Context: an optimization exercise on an open-source flow, tuned for small area. The choices shown serve that exercise and are no tape-out recipe.
Function was checked by simulation only, so behaviour that the tests miss may differ from the original.
The clock input has no modelled driver; a real chip could not lean on it and would need a root buffer or a full tree.
Power is estimated from default activity; no workload was simulated.

==> v16: inputs <==
Design controllerModule, start of the top module:
module controllerModule(B0, B1, B2, B3, RST, _4BCD, Q1, Q2, Q3, Q4, CLK);
Settings: LEC_CHECK=0, CAP_MARGIN=20, CORE_AREA=2 2 66 66, CTS_BUF_LIST=sky130_fd_sc_hd__clkbuf_8, DIE_AREA=0 0 68 68, SLEW_MARGIN=20; clock period 20.0 ns.
standard.sh (not shown) runs the stock make flow with config.mk's settings and CLKGATE_MAP_FILE= SYNTH_SCRIPT=/design/flow/synth_recipe.tcl, a recipe that flattens the netlist after the stock synthesis.
==> flow/flow/run.sh <==
#!/bin/bash
# Own layout flow: the standard ORFS flow, with changes that only
# affect how the layout is made:
#  - ABC optimises and maps the logic for area (flow/abc_area.script: a
#    deterministic &deepsyn run, then area mapping) instead of the speed
#    script, as the clock period leaves plenty of slack; half/full adders are
#    not extracted before ABC;
#  - every input and output port still gets its own buffer, but a buf_1;
#  - the clock tree is a single clkbuf_8 (CTS builds a root and two leaves,
#    flow/post_cts.tcl moves the leaves' registers to the root's net).
# Each tool's log stays under orfs/logs/; make's own output goes to standard.log.
set -euo pipefail
W=$(pwd)
rm -rf "$W/scripts"
cp -r "$FLOW_HOME/scripts" "$W/scripts"
cp "$W/flow/abc_area.script" "$W/scripts/abc_speed.script"
export SCRIPTS_DIR="$W/scripts"
# no separate half/full-adder extraction: ABC sees all of the logic
export ADDER_MAP_FILE=
export BUFFER_PORTS_ARGS="-buffer_cell sky130_fd_sc_hd__buf_1"
export CTS_ARGS="-buf_list sky130_fd_sc_hd__clkbuf_8 -root_buf sky130_fd_sc_hd__clkbuf_8 -dont_use_dummy_load -repair_clock_nets"
export POST_CTS_TCL="$W/flow/post_cts.tcl"
bash standard.sh > "$W/standard.log" 2>&1
==> flow/flow/abc_area.script <==
strash
&get -n
&deepsyn -J 200 -S 0
&dch -f
&nf -a -R 1000 -p
&put
==> flow/flow/post_cts.tcl <==
# Collapse the clock tree to its root buffer: the design has only 17 registers,
# which one clock buffer drives within the slew limit.
set block [ord::get_db_block]
set root [$block findInst clkbuf_0_CLK]
set root_net [[$root findITerm X] getNet]
foreach inst [$block getInsts] {
  set name [$inst getName]
  if { $inst eq $root } { continue }
  if { ![string match "clkbuf_*" $name] } { continue }
  set in_net [[$inst findITerm A] getNet]
  if { $in_net eq "NULL" || [$in_net getName] ne [$root_net getName] } { continue }
  set onet [[$inst findITerm X] getNet]
  foreach it [$onet getITerms] {
    if { [[$it getInst] getName] eq $name } { continue }
    $it disconnect
    $it connect $root_net
  }
  [$inst findITerm A] disconnect
  [$inst findITerm X] disconnect
  odb::dbInst_destroy $inst
  odb::dbNet_destroy $onet
  puts "post_cts: removed clock buffer $name"
}
detailed_placement
check_placement -verbose
estimate_parasitics -placement
report_clock_min_period
==> inputs of v32, as changes to v16 <==
--- a/flow/flow/run.sh
+++ b/flow/flow/run.sh
@@ -18,6 +18,6 @@
 # no separate half/full-adder extraction: ABC sees all of the logic
 export ADDER_MAP_FILE=
 export BUFFER_PORTS_ARGS="-buffer_cell sky130_fd_sc_hd__buf_1"
-export CTS_ARGS="-buf_list sky130_fd_sc_hd__clkbuf_8 -root_buf sky130_fd_sc_hd__clkbuf_8 -dont_use_dummy_load -repair_clock_nets"
+export CTS_ARGS="-buf_list sky130_fd_sc_hd__buf_6 -root_buf sky130_fd_sc_hd__buf_6 -dont_use_dummy_load -repair_clock_nets"
 export POST_CTS_TCL="$W/flow/post_cts.tcl"
 bash standard.sh > "$W/standard.log" 2>&1
==> inputs of v5, as changes to v16 <==
==> flow/flow/run.sh (replaced) <==
#!/bin/bash
# Own layout flow: the standard ORFS flow, with three changes that only
# affect how the layout is made:
#  - ABC maps the logic with an area-oriented script (flow/abc_area.script)
#    instead of the speed script (the clock period leaves plenty of slack);
#  - every input and output port still gets its own buffer, but a buf_1;
#  - the clock tree is a single clkbuf_8 (CTS builds a root and two leaves,
#    flow/post_cts.tcl moves the leaves' registers to the root's net).
# Each tool's log stays under orfs/logs/; make's own output goes to standard.log.
set -euo pipefail
W=$(pwd)
rm -rf "$W/scripts"
cp -r "$FLOW_HOME/scripts" "$W/scripts"
cp "$W/flow/abc_area.script" "$W/scripts/abc_speed.script"
export SCRIPTS_DIR="$W/scripts"
export BUFFER_PORTS_ARGS="-buffer_cell sky130_fd_sc_hd__buf_1"
export CTS_ARGS="-buf_list sky130_fd_sc_hd__clkbuf_8 -root_buf sky130_fd_sc_hd__clkbuf_8 -dont_use_dummy_load -repair_clock_nets"
export POST_CTS_TCL="$W/flow/post_cts.tcl"
bash standard.sh > "$W/standard.log" 2>&1
==> flow/flow/abc_area.script (replaced) <==
strash
dch -f
&get -n
&nf -a -R 1000
&put
==> results.yml <==
timing:
  layout_setup_ws_ns: 13.46
  max-slew-margin-rel_pct: 62.3
logic_synthesis:
  synthTopCellsByArea: "dfxtp_1 (34%), buf_4 (12%), nor2_1 (8.3%), xnor2_1 (6.2%), a21oi_1 (5.5%)"
  netlist_area_um2: 992
placed_design:
  dp_slack_ns: 13.30
  dp_hpwl_mm: 1.76
critical_path:
  slowest_delay_ns: 0.42
  path_cells: "buf_1 > or3_1 > or3_1 > a31oi_1 > nand3_1 > or3_1 > or2_0 > o21ai_0 > nand2_1 > xor2_1 > nor2_1"
  timing.critical_path.to: "Q4[2]"
  cp.required_ns: 20.02
run_status:
  status: "finished clean"
floorplan:
  initial_core_util_pct: 25.0
cells_and_area:
  multi_input_area_um2: 517
  multi_input_area_share_pct: 47.6
power:
  p_seq_share_pct: 53.8
The numbers above come from v32.

==> results.yml <==
timing:
  max-slew-margin-rel_pct: 63.7
  layout_setup_ws_ns: 13.63
floorplan:
  initial_core_util_pct: 25.3
logic_synthesis:
  synthTopCellsByArea: "dfxtp_1 (34%), buf_4 (12%), nor2_1 (8.6%), a21oi_1 (6.5%), o21ai_0 (5.5%)"
power:
  p_seq_share_pct: 53.4
  sw_frac_of_total_pct: 35.3
cells_and_area:
  multi_input_area_share_pct: 48.1
  multi_input_area_um2: 529
run_status:
  status: "finished clean"
critical_path:
  slowest_delay_ns: 0.43
  timing.critical_path.to: "Q4[3]"
  path_cells: "buf_1 > or3_1 > or3_1 > a31oi_1 > nand3_1 > or3_1 > o21ai_0 > nand2_1 > o22ai_1 > o21a_1"
The numbers above come from v5.

==> results.yml <==
timing:
  max-slew-margin-rel_pct: 62.8
floorplan:
  initial_core_util_pct: 25.0
placed_design:
  dp_slack_ns: 13.30
  dp_hpwl_mm: 1.76
cells_and_area:
  multi_input_area_um2: 517
critical_path:
  path_cells: "buf_1 > or3_1 > or3_1 > a31oi_1 > nand3_1 > or3_1 > or2_0 > o21ai_0 > nand2_1 > xor2_1 > nor2_1"
  slowest_delay_ns: 0.42
run_status:
  status: "finished clean"
logic_synthesis:
  synthTopCellsByArea: "dfxtp_1 (34%), buf_4 (12%), nor2_1 (8.3%), xnor2_1 (6.2%), a21oi_1 (5.5%)"
The numbers above come from v16.



==> v17 <==
controllerModule, a different RTL version from the one above (not shown whole).
==> module controllerModule, before the edit <==
module controllerModule(B0, B1, B2, B3, RST, _4BCD, Q1, Q2, Q3, Q4, CLK);
   input B0, B1, B2, B3, RST, CLK;
   output [15:0] _4BCD;
   output reg [3:0] Q1, Q2, Q3, Q4;
   reg Load_q;
   wire Load  = B0 | B1 | B2 | B3;
   wire Press = Load & ~Load_q;
   wire z1 = (Q1 == 4'd0);
   wire z2 = (Q2 == 4'd0);
   wire z3 = (Q3 == 4'd0);
   wire z4 = (Q4 == 4'd0);
   wire nz = ~(z1 & z2 & z3 & z4);
   wire t5 = B0 | B1;
   wire h1 = ~B0 & B1;
   wire h2 = ~B0 & ~B1 & B2;
   wire h5 = ~B0 & ~B1 & ~B2;
   wire [4:0] ts = Q2 + (t5 ? 5'd5 : 5'd0);
   wire cT = ts > 5'd9;
   wire [3:0] tn = cT ? ts - 5'd10 : ts[3:0];
   wire [4:0] hs = Q3 + {h5, h2, h1 | h5} + cT;
   wire cH = hs > 5'd9;
   wire [3:0] hn = cH ? hs - 5'd10 : hs[3:0];
   wire [4:0] ks = Q4 + cH;
   wire sat = ks > 5'd9;
   always @(posedge CLK) begin
      if (RST) begin
         Load_q <= 1'b0;
         Q1 <= 4'd0; Q2 <= 4'd0; Q3 <= 4'd0; Q4 <= 4'd0;
      end else begin
         Load_q <= Load;
         if (Press) begin
            if (sat) begin
               Q1 <= 4'd9; Q2 <= 4'd9; Q3 <= 4'd9; Q4 <= 4'd9;
            end else begin
               Q2 <= tn; Q3 <= hn; Q4 <= ks[3:0];
            end
         end else if (!Load && nz) begin
            Q1 <= z1 ? 4'd9 : Q1 - 4'd1;
            if (z1) Q2 <= z2 ? 4'd9 : Q2 - 4'd1;
            if (z1 & z2) Q3 <= z3 ? 4'd9 : Q3 - 4'd1;
            if (z1 & z2 & z3) Q4 <= Q4 - 4'd1;
         end
      end
   end
   assign _4BCD = {Q4, Q3, Q2, Q1};
endmodule
export LEC_CHECK = 0
export CAP_MARGIN = 20
export CORE_MARGIN = 2
export CORE_UTILIZATION = 40
export SLEW_MARGIN = 20
create_clock -name core_clock -period 20.0 [get_ports {CLK}]
run.sh (not shown) runs the stock make flow with config.mk's settings and CLKGATE_MAP_FILE= SYNTH_SCRIPT=/design/flow/synth_recipe.tcl, a recipe that flattens the netlist after the stock synthesis.
Stock flow here: none of the scripts above is used.
==> v38: changes against v17 <==
==> flow/design.v (replaced) <==
module controllerModule(B0, B1, B2, B3, RST, _4BCD, Q1, Q2, Q3, Q4, CLK);
   input B0, B1, B2, B3, RST, CLK;
   output [15:0] _4BCD;
   output reg [3:0] Q1, Q2, Q3, Q4;
   reg Load_q;
   wire Load  = B0 | B1 | B2 | B3;
   wire Press = Load & ~Load_q;
   wire z1 = ~(Q1[3] | Q1[2] | Q1[1] | Q1[0]);
   wire z2 = ~(Q2[3] | Q2[2] | Q2[1] | Q2[0]);
   wire z3 = ~(Q3[3] | Q3[2] | Q3[1] | Q3[0]);
   wire z4 = ~(Q4[3] | Q4[2] | Q4[1] | Q4[0]);
   wire d1 = ~Load & ~(z1 & z2 & z3 & z4);
   wire d2 = d1 & z1;
   wire d3 = d2 & z2;
   wire d4 = d3 & z3;
   function [3:0] tdec;
      input [3:0] q;
      tdec = {~q[0] & ~q[1] & ~q[2],
              ~q[0] & ~q[1] & (q[2] | q[3]),
              ~q[0] & (q[1] | q[2] | q[3]),
              1'b1};
   endfunction
   function [3:1] tup2;
      input [3:0] q;
      tup2 = {q[1] & q[2] | q[3], q[1], ~q[3]};
   endfunction
   function [3:0] tup5;
      input [3:0] q;
      tup5 = {q[3] | ~q[2] & q[1] & q[0] | q[2] & ~q[1] & ~q[0],
              ~(q[3] & ~q[0] | ~q[2] & q[1] & q[0]),
              q[0] & ~q[2] & ~q[3] | ~q[0] & (q[1] & q[2] | q[3]),
              1'b1};
   endfunction
   wire t5 = B0 | B1;
   wire cT = t5 & (Q2[3] | Q2[2] & (Q2[1] | Q2[0]));
   wire e1 = B0 ? cT : B1 & ~cT;
   wire e2 = ~B0 & (B1 ? cT : B2);
   wire e5 = ~B0 & ~B1 & ~B2;
   wire h9 = Q3[3] & Q3[0];
   wire cH = e1 & h9 | e2 & Q3[3] | e5 & (Q3[3] | Q3[2] & (Q3[1] | Q3[0]));
   wire k9 = Q4[3] & Q4[0];
   wire S = Press & cH & k9;
   wire [3:0] a2 = {4{t5}} & tup5(Q2);
   wire u3 = e2 | e1 & Q3[0];
   wire [3:0] a3 = e5 ? tup5(Q3) : {{3{u3}} & tup2(Q3), e1};
   wire u4 = cH & ~k9 & Q4[0];
   wire [3:0] a4 = {{3{u4}} & tup2(Q4), cH & ~k9};
   wire [3:0] f1 = {4{d1}} & tdec(Q1);
   wire [3:0] f2 = Press ? a2 : {4{d2}} & tdec(Q2);
   wire [3:0] f3 = Press ? a3 : {4{d3}} & tdec(Q3);
   wire [3:0] f4 = Press ? a4 : {4{d4}} & tdec(Q4);
   always @(posedge CLK) begin
      Load_q <= ~RST & Load;
      Q1 <= RST ? 4'd0 : S ? 4'd9 : Q1 ^ f1;
      Q2 <= RST ? 4'd0 : S ? 4'd9 : Q2 ^ f2;
      Q3 <= RST ? 4'd0 : S ? 4'd9 : Q3 ^ f3;
      Q4 <= RST ? 4'd0 : Q4 ^ f4;
   end
   assign _4BCD = {Q4, Q3, Q2, Q1};
endmodule
==> flow/flow/run.sh (new file) <==
#!/bin/bash
# Own layout flow: the standard ORFS flow, with three changes that only
# affect how the layout is made:
#  - ABC maps the logic with an area-oriented script (flow/abc_area.script)
#    instead of the speed script (the clock period leaves plenty of slack);
#  - every input and output port still gets its own buffer, but a buf_1;
#  - the clock tree uses small clock buffers (CTS_BUF_LIST in config.mk).
set -euo pipefail
W=$(pwd)
rm -rf "$W/scripts"
cp -r "$FLOW_HOME/scripts" "$W/scripts"
cp "$W/flow/abc_area.script" "$W/scripts/abc_speed.script"
export SCRIPTS_DIR="$W/scripts"
export BUFFER_PORTS_ARGS="-buffer_cell sky130_fd_sc_hd__buf_1"
bash standard.sh > "$W/standard.log" 2>&1
==> flow/flow/abc_area.script (new file) <==
strash
&get -n
&deepsyn -T 30
&put
dch -f
&get -n
&nf -a -R 1000
&put
==> flow/standard.sh (new file) <==
#!/bin/bash
# synth_recipe.tcl (not shown) runs the flow's synth.tcl, then flattens the netlist and writes it again
# the make line also repeats each setting of config.mk as NAME=value (left out here)
make -C /OpenROAD-flow-scripts/flow DESIGN_CONFIG=/design/flow/config.mk WORK_HOME=/design/flow/orfs CLKGATE_MAP_FILE= SYNTH_SCRIPT=/design/flow/synth_recipe.tcl "${@:-finish}"
CTS_BUF_LIST = sky130_fd_sc_hd__clkbuf_4   (was unset)
CTS_CLUSTER_DIAMETER = 200   (was unset)
CTS_CLUSTER_SIZE = 30   (was unset)
removed: flow/run.sh
==> v29: changes against v17 <==
==> flow/design.v (replaced) <==
module controllerModule(B0, B1, B2, B3, RST, _4BCD, Q1, Q2, Q3, Q4, CLK);
   input B0, B1, B2, B3, RST, CLK;
   output [15:0] _4BCD;
   output reg [3:0] Q1, Q2, Q3, Q4;
   reg Load_q;
   wire Load  = B0 | B1 | B2 | B3;
   wire Press = Load & ~Load_q;
   wire z1 = ~(Q1[3] | Q1[2] | Q1[1] | Q1[0]);
   wire z2 = ~(Q2[3] | Q2[2] | Q2[1] | Q2[0]);
   wire z3 = ~(Q3[3] | Q3[2] | Q3[1] | Q3[0]);
   wire z4 = ~(Q4[3] | Q4[2] | Q4[1] | Q4[0]);
   wire d1 = ~Load & ~(z1 & z2 & z3 & z4);
   wire d2 = d1 & z1;
   wire d3 = d2 & z2;
   wire d4 = d3 & z3;
   function [3:0] tdec;
      input [3:0] q;
      tdec = {~q[0] & ~q[1] & ~q[2],
              ~q[0] & ~q[1] & (q[2] | q[3]),
              ~q[0] & (q[1] | q[2] | q[3]),
              1'b1};
   endfunction
   function [3:1] tup2;
      input [3:0] q;
      tup2 = {q[1] & q[2] | q[3], q[1], ~q[3]};
   endfunction
   function [3:0] tup5;
      input [3:0] q;
      tup5 = {q[3] | ~q[2] & q[1] & q[0] | q[2] & ~q[1] & ~q[0],
              ~(q[3] & ~q[0] | ~q[2] & q[1] & q[0]),
              q[0] & ~q[2] & ~q[3] | ~q[0] & (q[1] & q[2] | q[3]),
              1'b1};
   endfunction
   wire t5 = B0 | B1;
   wire cT = t5 & (Q2[3] | Q2[2] & (Q2[1] | Q2[0]));
   wire e1 = B0 ? cT : B1 & ~cT;
   wire e2 = ~B0 & (B1 ? cT : B2);
   wire e5 = ~B0 & ~B1 & ~B2;
   wire h9 = Q3[3] & Q3[0];
   wire cH = e1 & h9 | e2 & Q3[3] | e5 & (Q3[3] | Q3[2] & (Q3[1] | Q3[0]));
   wire k9 = Q4[3] & Q4[0];
   wire S = Press & cH & k9;
   wire [3:0] a2 = {4{t5}} & tup5(Q2);
   wire u3 = e2 | e1 & Q3[0];
   wire [3:0] a3 = e5 ? tup5(Q3) : {{3{u3}} & tup2(Q3), e1};
   wire u4 = cH & ~k9 & Q4[0];
   wire [3:0] a4 = {{3{u4}} & tup2(Q4), cH & ~k9};
   wire [3:0] f1 = {4{d1}} & tdec(Q1);
   wire [3:0] f2 = Press ? a2 : {4{d2}} & tdec(Q2);
   wire [3:0] f3 = Press ? a3 : {4{d3}} & tdec(Q3);
   wire [3:0] f4 = Press ? a4 : {4{d4}} & tdec(Q4);
   always @(posedge CLK) begin
      Load_q <= ~RST & Load;
      Q1 <= RST ? 4'd0 : S ? 4'd9 : Q1 ^ f1;
      Q2 <= RST ? 4'd0 : S ? 4'd9 : Q2 ^ f2;
      Q3 <= RST ? 4'd0 : S ? 4'd9 : Q3 ^ f3;
      Q4 <= RST ? 4'd0 : Q4 ^ f4;
   end
   assign _4BCD = {Q4, Q3, Q2, Q1};
endmodule
==> flow/flow/run.sh (new file) <==
#!/bin/bash
# Own layout flow: the standard ORFS flow, with three changes that only
# affect how the layout is made:
#  - ABC maps the logic with an area-oriented script (flow/abc_area.script)
#    instead of the speed script (the clock period leaves plenty of slack);
#  - every input and output port still gets its own buffer, but a buf_1;
#  - the clock tree uses small clock buffers (CTS_BUF_LIST in config.mk).
set -euo pipefail
W=$(pwd)
rm -rf "$W/scripts"
cp -r "$FLOW_HOME/scripts" "$W/scripts"
cp "$W/flow/abc_area.script" "$W/scripts/abc_speed.script"
export SCRIPTS_DIR="$W/scripts"
export BUFFER_PORTS_ARGS="-buffer_cell sky130_fd_sc_hd__buf_1"
export CTS_ARGS="-buf_list sky130_fd_sc_hd__clkbuf_8 -root_buf sky130_fd_sc_hd__clkbuf_8 -dont_use_dummy_load -repair_clock_nets"
export POST_CTS_TCL="$W/flow/post_cts.tcl"
bash standard.sh > "$W/standard.log" 2>&1
==> flow/flow/abc_area.script (new file) <==
strash
&get -n
&deepsyn -T 30
&put
dch -f
&get -n
&nf -a -R 1000
&put
==> flow/flow/post_cts.tcl (new file) <==
# Collapse the clock tree to its root buffer: the design has only 17 registers,
# which one clock buffer drives within the slew limit.
set block [ord::get_db_block]
set root [$block findInst clkbuf_0_CLK]
set root_net [[$root findITerm X] getNet]
foreach inst [$block getInsts] {
  set name [$inst getName]
  if { $inst eq $root } { continue }
  if { ![string match "clkbuf_*" $name] } { continue }
  set in_net [[$inst findITerm A] getNet]
  if { $in_net eq "NULL" || [$in_net getName] ne [$root_net getName] } { continue }
  set onet [[$inst findITerm X] getNet]
  foreach it [$onet getITerms] {
    if { [[$it getInst] getName] eq $name } { continue }
    $it disconnect
    $it connect $root_net
  }
  [$inst findITerm A] disconnect
  [$inst findITerm X] disconnect
  odb::dbInst_destroy $inst
  odb::dbNet_destroy $onet
  puts "post_cts: removed clock buffer $name"
}
detailed_placement
check_placement -verbose
estimate_parasitics -placement
report_clock_min_period
==> flow/standard.sh (new file) <==
#!/bin/bash
# synth_recipe.tcl (not shown) runs the flow's synth.tcl, then flattens the netlist and writes it again
# the make line also repeats each setting of config.mk as NAME=value (left out here)
make -C /OpenROAD-flow-scripts/flow DESIGN_CONFIG=/design/flow/config.mk WORK_HOME=/design/flow/orfs CLKGATE_MAP_FILE= SYNTH_SCRIPT=/design/flow/synth_recipe.tcl "${@:-finish}"
CORE_AREA = 2 2 66 66   (was unset)
CORE_MARGIN = unset   (was 2)
CORE_UTILIZATION = unset   (was 40)
CTS_BUF_LIST = sky130_fd_sc_hd__clkbuf_8   (was unset)
DIE_AREA = 0 0 68 68   (was unset)
removed: flow/run.sh
==> comparison table <==
| quantity | v38 | v17 | v29 |
|---|---|---|---|
| Post-Synthesis Net Count | 138 | 228 | 145 |
| Int Pwr | 51.31 uW | 82.98 uW | 47.42 uW |
| Total sequential power | 40.0 uW | 44.2 uW | 40.8 uW |
| Share of synthesized area occupied by flip-flops and latches | 0.3371 | 0.2100 | 0.3265 |
| Area of the core region | 0.002432 mm^2 | 0.003943 mm^2 | 0.003971 mm^2 |
| Post-route fraction of the period consumed by the critical path | 0.3834 | 0.4943 | 0.3992 |
| Share of synthesized area spent on multiplexers | 0.009913 | 0.02625 | 0.02881 |
| Clock Path Buffers | 2 | 2 | - |
| Share of final-layout standard cells stronger than drive strength 1 | 0.02548 | 0.07860 | 0.006211 |
| Beginning of the worst register-to-register path | Q1[0] | Q2[0] | Q1[0] |
| Tap cells | 30 | 50 | 50 |
| Crit path largest cell delay | 0.47 ns | 0.80 ns | 0.79 ns |
| Highest routing layer actually used | met4 | met3 | met4 |
| Setup Fix Bufs, Post-CTS | 0 | 0 | - |
| Run status | complete, no violations | complete, no violations | complete, no violations |
| Overall routing resource usage | 0.1670 | 0.1739 | 0.1327 |
| Start point of the worst min-delay path | Q1[1] | Q1[3] | Q4[2] |
| Post-Synth XOR/XNOR Area | 0.02602 | 0.02703 | 0.02521 |
| Routed via count divided by cell count | 5.321 | 5.606 | 4.957 |
| Number of multi-input combinational cells | 98 | 158 | 103 |
| Comb pwr | 15.6 uW | 63.6 uW | 16.9 uW |
| Die ar. | 0.002942 mm^2 | 0.004576 mm^2 | 0.004624 mm^2 |
| ClkCell Share | 0.02740 | 0.02363 | 0.01210 |
| Met2 track demand over resource | 0.2610 | 0.2733 | 0.2112 |

## separate check: timing with driven ports
The flow's constraints put no driver on any port. The routed layouts listed below were extracted and timed again, unchanged, in two steps.
Step 1 sets driving cells, clkbuf_16 on the clock port and buf_2 on the other inputs (assumed; they add their load-dependent delay and slew).
Step 2 adds t to the input delays and takes it off the output delays; t is the mean of the earliest and latest rising clock arrival at the registers after step 1. Input paths then give back, and output paths get back, about the clock's delay inside the block.
Three values: ideal ports, drivers, drivers and shift; two values: the first two.
run | shift t [ns] | slack for setup (ns) | worst setup path after step 2
v16 | 0.185 | 13.492 / 13.495 / 13.309 | input to register
v32 | 0.162 | 13.455 / 13.459 / 13.297 | input to register
v5 | 0.185 | 13.631 / 13.634 / 13.448 | input to register
v17 | 0.279 | 10.114 / 10.117 / 9.838 | input to register
v38 | 0.315 | 12.331 / 12.332 / 12.018 | input to register
v29 | 0.190 | 12.016 / 12.019 / 11.829 | input to register
After both steps setup and hold are still met in every run listed. For v38, which loses most, drivers alone change the setup slack by +0.001 ns; drivers and shift together by -0.313 ns.
